This is an optimization exercise on Yosys and OpenROAD, whose aim is small area, a short achievable clock period and few clock cycles, not a production implementation. Where RTL was checked, it was by simulation tests only, not by an equivalence proof against the original.

== oak ==
## M1
module M1 (
   input  logic         Clock,
   input  logic         Resetn,
   input  logic         start,
   output logic         done,
   input  logic  [15:0] SRAM_read_data,
   output logic  [17:0] SRAM_address,
   output logic  [15:0] SRAM_write_data,
   output logic         SRAM_we_n
);
For scale: roughly 2,200 cells after synthesis, about 440 flip-flops, ~0.026 mm2 of cells after synthesis.
export LEC_CHECK = 0
export ABC_CLOCK_PERIOD_IN_PS = 4000
export CAP_MARGIN = 20
export CORE_MARGIN = 2
export CORE_UTILIZATION = 75
export CTS_BUF_LIST = sky130_fd_sc_hd__clkbuf_4 sky130_fd_sc_hd__clkbuf_8
export SETUP_SLACK_MARGIN = 5
export SLEW_MARGIN = 20
export SYNTH_HIERARCHICAL = 1
create_clock -name core_clock -period 14.0 [get_ports {Clock}]
standard.sh (not shown) runs the stock make flow with config.mk's settings and CLKGATE_MAP_FILE= SYNTH_SCRIPT=/design/flow/synth_recipe.tcl, a recipe that flattens the netlist after the stock synthesis.
==> flow/flow/run.sh <==
#!/bin/bash
set -euo pipefail
bash standard.sh SETUP_SLACK_MARGIN=10 finish > standard_make.log 2>&1
Testbench counts of oak, summed over its fixed seeds: cycles 432,900.
Input changes introduced in maple (baseline for comparison: oak):
- a change of CORE_UTILIZATION from 75 to 65
## What came out
Row routed wire length per instance: maple lower / oak higher
Diff oak -> maple: setup slack after layout now sits higher; count of vias placed by the detailed router now sits lower; fmax now sits higher.
maple completed every stage of the flow, and the final layout passed the timing, design-rule and antenna checks.
oak finished end to end and its layout was clean on timing, DRC and antenna.
Diff oak and maple: fraction of the cycle the final worst path needs lower in maple
Compared with oak, in maple critical path depth moved down, routability-driven placement congestion ratio moved down, global-route usage over all layers moved down.
Summary of maple over oak: total placed cells including tap cells went up 2.5%; violation count after the first detailed-route iteration went down.


M1, a different RTL version from the one above (not shown whole).
Size in the first run: roughly 2400 cells after synthesis, roughly 390 flip-flops, ~55 I/O pins.
clock: 14.0 ns
lec_check: 0
abc_clock_period_in_ps: 4000
cap_margin: 20
core_margin: 2
core_utilization: 55
setup_slack_margin: 5
slew_margin: 20
run.sh (not shown) runs the stock make flow with config.mk's settings and CLKGATE_MAP_FILE= SYNTH_SCRIPT=/design/flow/synth_recipe.tcl, a recipe that flattens the netlist after the stock synthesis.
Stock flow here: none of the scripts above is used.
Change:
==> flow/flow/run.sh (new file) <==
#!/bin/bash
set -euo pipefail
bash standard.sh SETUP_SLACK_MARGIN=9 finish > standard_make.log 2>&1
==> flow/standard.sh (new file) <==
#!/bin/bash
# synth_recipe.tcl (not shown) runs the flow's synth.tcl, then flattens the netlist and writes it again
# the make line also repeats each setting of config.mk as NAME=value (left out here)
make -C /OpenROAD-flow-scripts/flow DESIGN_CONFIG=/design/flow/config.mk WORK_HOME=/design/flow/orfs CLKGATE_MAP_FILE= SYNTH_SCRIPT=/design/flow/synth_recipe.tcl "${@:-finish}"
removed: flow/run.sh
After rerunning: The changed run finished with timing, DRC and antenna clean. Final area is higher by about 7%. Maximum frequency rose by about 16%. Setup slack is better by 0.94 ns. Hold slack gains 0.0072 ns. Utilization went up by 4.4 points. Wire length went up by 5.6%. Register-to-register slack gets better by 0.94 ns.
No functional check of the RTL was part of any run of this note.


M1, a different RTL version from the one above (not shown whole).
Size in the first run: ~2400 cells after synthesis, about 480 flip-flops, roughly 55 I/O pins.
==> flow/config.mk <==
export PLATFORM = sky130hd
export DESIGN_NAME = M1
export DESIGN_NICKNAME = M1
export VERILOG_FILES = /design/flow/design.v
export SDC_FILE = /design/flow/constraint.sdc
export NUM_CORES = 4
export LEC_CHECK = 0
export ABC_CLOCK_PERIOD_IN_PS = 4000
export CAP_MARGIN = 20
export CORE_MARGIN = 2
export CORE_UTILIZATION = 55
export SETUP_SLACK_MARGIN = 5
export SLEW_MARGIN = 20
export SYNTH_HIERARCHICAL = 1
==> flow/constraint.sdc <==
create_clock -name core_clock -period 14.0 [get_ports {Clock}]
set_input_delay 2.8000 -clock core_clock [delete_from_list [all_inputs] [get_ports {Clock}]]
set_output_delay 2.8000 -clock core_clock [all_outputs]
set_load 0.01 [all_outputs]
standard.sh (not shown) runs the stock make flow with config.mk's settings and CLKGATE_MAP_FILE= SYNTH_SCRIPT=/design/flow/synth_recipe.tcl, a recipe that flattens the netlist after the stock synthesis.
==> flow/flow/run.sh <==
#!/bin/bash
set -euo pipefail
bash standard.sh SETUP_SLACK_MARGIN=11 finish > standard_make.log 2>&1
Testbench counts at the start, summed over its fixed seeds: cycles 432,900.
Change:
==> flow/flow/run.sh (replaced) <==
#!/bin/bash
set -euo pipefail
bash standard.sh SETUP_SLACK_MARGIN=10 finish > standard_make.log 2>&1
Global-route usage goes down by 1.4 points.
Utilization goes down by 3.4 points.
Final area goes down by 5.1%.
Maximum frequency stays flat.
First-iteration DRC count goes down by 3.0%.
Count of clock-buffer cells in the layout goes down by 12.
Synthesized area does not change.
Register-to-register slack gets worse by 0.30 ns.
Setup slack gets worse by 0.0033 ns.
Cell count goes down by 2.3%.
Change:
==> flow/flow/run.sh (replaced) <==
#!/bin/bash
set -euo pipefail
bash standard.sh SETUP_SLACK_MARGIN=9 finish > standard_make.log 2>&1
The changed run finished with timing, DRC and antenna clean. Global-route usage came out higher by 0.18 points. Worst hold slack degrades by 0.0034 ns. Clock-buffer cell count came out higher by 16. Setup slack degrades by 0.41 ns. Die area is unchanged. Non-clock buffer count came out lower by 27. Design area came out lower by 1.1%. Routed wire length came out lower by 0.78%.


Another version of the RTL of M1 (not shown whole).
Size in the first run: roughly 55 I/O pins.
Settings: LEC_CHECK=0, CAP_MARGIN=20, CORE_MARGIN=2, CORE_UTILIZATION=40, SLEW_MARGIN=20; clock period 14.0 ns.
run.sh (not shown) runs the stock make flow with config.mk's settings and CLKGATE_MAP_FILE= SYNTH_SCRIPT=/design/flow/synth_recipe.tcl, a recipe that flattens the netlist after the stock synthesis.
Stock flow here: none of the scripts above is used.
The first run completed with no timing, DRC or antenna violations.
Testbench counts at the start, summed over its fixed seeds: cycles 432,900.
Then changed:
- ABC_CLOCK_PERIOD_IN_PS: not set -> 4000
- CORE_UTILIZATION: 40 -> 55
- SETUP_SLACK_MARGIN: not set -> 5
Core utilization came out higher by 18 points; die area falls by 27%; routed wire length rose by 3.7%; setup slack gets better by 1.8 ns; fmax came out higher by 20%; synthesized cell count stays the same; area after synthesis is unchanged.


M1, a different RTL version from the one above (not shown whole).
For scale: ~2300 cells after synthesis, ~450 flip-flops, about 55 I/O pins.
Settings: LEC_CHECK=0, ABC_CLOCK_PERIOD_IN_PS=4000, CAP_MARGIN=20, CORE_MARGIN=2, CORE_UTILIZATION=55, CTS_BUF_LIST=sky130_fd_sc_hd__clkbuf_8 sky130_fd_sc_hd__clkbuf_16, CTS_CLUSTER_SIZE=20, SETUP_SLACK_MARGIN=5, SLEW_MARGIN=20, SYNTH_HIERARCHICAL=1; clock period 14.0 ns.
standard.sh (not shown) runs the stock make flow with config.mk's settings and CLKGATE_MAP_FILE= SYNTH_SCRIPT=/design/flow/synth_recipe.tcl, a recipe that flattens the netlist after the stock synthesis.
==> flow/flow/run.sh <==
#!/bin/bash
set -euo pipefail
bash standard.sh SETUP_SLACK_MARGIN=10 finish > standard_make.log 2>&1
Testbench counts at the start, summed over its fixed seeds: cycles 432,900.
Edit:
--- a/flow/config.mk
+++ b/flow/config.mk
@@ -12,2 +11,0 @@
-export CTS_BUF_LIST = sky130_fd_sc_hd__clkbuf_8 sky130_fd_sc_hd__clkbuf_16
-export CTS_CLUSTER_SIZE = 20
Count of clock-buffer cells in the layout climbs by 9.
Routed wire length stays flat.
Global-route usage is unchanged.
Die area does not change.
Via count shrinks by 0.32%.


== run 3 ==
M1, a different RTL version from the one above (not shown whole).
Size: roughly 2100 cells after synthesis, roughly 440 flip-flops.
==> flow/config.mk <==
export PLATFORM = sky130hd
export DESIGN_NAME = M1
export DESIGN_NICKNAME = M1
export VERILOG_FILES = /design/flow/design.v
export SDC_FILE = /design/flow/constraint.sdc
export NUM_CORES = 4
export LEC_CHECK = 0
export ABC_CLOCK_PERIOD_IN_PS = 4000
export CAP_MARGIN = 20
export CORE_MARGIN = 2
export CORE_UTILIZATION = 65
export CTS_CLUSTER_DIAMETER = 70
export CTS_CLUSTER_SIZE = 32
export SETUP_SLACK_MARGIN = 5
export SLEW_MARGIN = 20
export SYNTH_HIERARCHICAL = 1
==> flow/constraint.sdc <==
create_clock -name core_clock -period 14.0 [get_ports {Clock}]
set_input_delay 2.8000 -clock core_clock [delete_from_list [all_inputs] [get_ports {Clock}]]
set_output_delay 2.8000 -clock core_clock [all_outputs]
set_load 0.01 [all_outputs]
Scripts as last shown in full above: flow/flow/run.sh
Testbench counts of run 3, summed over its fixed seeds: cycles 431,172.
--- input diff run 3..run 1 ---
- CTS_CLUSTER_SIZE no longer set, was 32
- CTS_CLUSTER_DIAMETER no longer set, was 70
- CTS_BUF_LIST now sky130_fd_sc_hd__clkbuf_4 sky130_fd_sc_hd__clkbuf_8, previously not set
==> notes.md <==
Met3 track demand over resource in global routing: run 1 and run 3 compared, higher one is run 1. Status: row count parity (run 3, run 1). Compared with run 3, run 1 shows a length of routed met2 wiring that is 0.39% higher. There was hardly any difference in maximum clock frequency between run 1 and run 3.


Starting RTL as in the previous note.
Settings: LEC_CHECK=0, ABC_CLOCK_PERIOD_IN_PS=4000, CAP_MARGIN=20, CORE_MARGIN=2, CORE_UTILIZATION=65, CTS_CLUSTER_DIAMETER=60, CTS_CLUSTER_SIZE=25, SETUP_SLACK_MARGIN=5, SLEW_MARGIN=20, SYNTH_HIERARCHICAL=1; clock period 14.0 ns.
Scripts as last shown in full above: flow/flow/run.sh
The baseline produced a clean layout.
Testbench counts at the start, summed over its fixed seeds: cycles 431,172.
Rerun with:
CTS_CLUSTER_DIAMETER = 45   (was 60)
CTS_CLUSTER_SIZE = 18   (was 25)
Outcome:
- wire length came out higher by 0.98%
- synthesized cell count stays the same
- critical path depth is unchanged
- count of clock-buffer cells in the layout increases by 21
- sequential share of layout area goes down by 0.64 points
- non-clock buffer count went up by 6
- maximum frequency is about the same
- worst hold slack loses 0.0072 ns

-- re-timing with driven ports --
No port has a modelled driver above. Below, the same layouts with a new extraction and two added sets of constraints. Step 1 (the two cells are an assumption about what drives the block):
set clk [get_ports {Clock}]
set_driving_cell -lib_cell sky130_fd_sc_hd__clkbuf_16 $clk
set_driving_cell -lib_cell sky130_fd_sc_hd__buf_2 [delete_from_list [all_inputs] $clk]
Step 2 adds t to the input delays and takes it off the output delays; t is the mean of the earliest and latest rising clock arrival at the registers after step 1. Input paths then give back, and output paths get back, about the clock's delay inside the block. a / b / c = ideal ports / drivers / drivers and shift; a / b = the first two.
| run | t (ns) | slack for setup (ns) | worst slew at a driven data input, ns |
|---|---|---|---|
| oak | 0.675 | 9.978 / 9.978 / 9.458 | 0.13 |
| maple | 0.678 | 10.042 / 9.989 / 9.395 | 0.12 |
| the first run of note 2 | 0.623 | 7.136 / 7.136 / 7.136 | 0.03 |
| the second run of note 2 | 0.621 | 8.075 / 8.075 / 8.075 | 0.03 |
| the first run of note 3 | 0.653 | 9.970 / 9.909 / 10.152 | 0.08 |
| the second run of note 3 | 0.667 | 9.966 / 9.905 / 9.719 | 0.05 |
| the third run of note 3 | 0.661 | 9.551 / 9.491 / 9.230 | 0.04 |
| the first run of note 4 | 0.602 | 3.484 / 3.484 / 3.484 | 0.04 |
| the second run of note 4 | 0.591 | 5.255 / 5.255 / 5.255 | 0.03 |
| the first run of note 5 | 0.650 | 9.981 / 9.922 / 9.544 | 0.03 |
| the second run of note 5 | 0.651 | 9.981 / 9.922 / 9.541 | 0.03 |
| run 3 | 0.629 | 10.026 / 9.970 / 9.506 | 0.11 |
| run 1 | 0.692 | 10.023 / 9.970 / 9.422 | 0.12 |
| the first run of note 7 | 0.616 | 10.034 / 9.974 / 9.489 | 0.12 |
| the second run of note 7 | 0.643 | 10.035 / 9.977 / 9.493 | 0.12 |
After both steps setup and hold are still met in every run listed. For maple, which loses most, drivers alone change the setup slack by -0.053 ns; drivers and shift together by -0.647 ns.
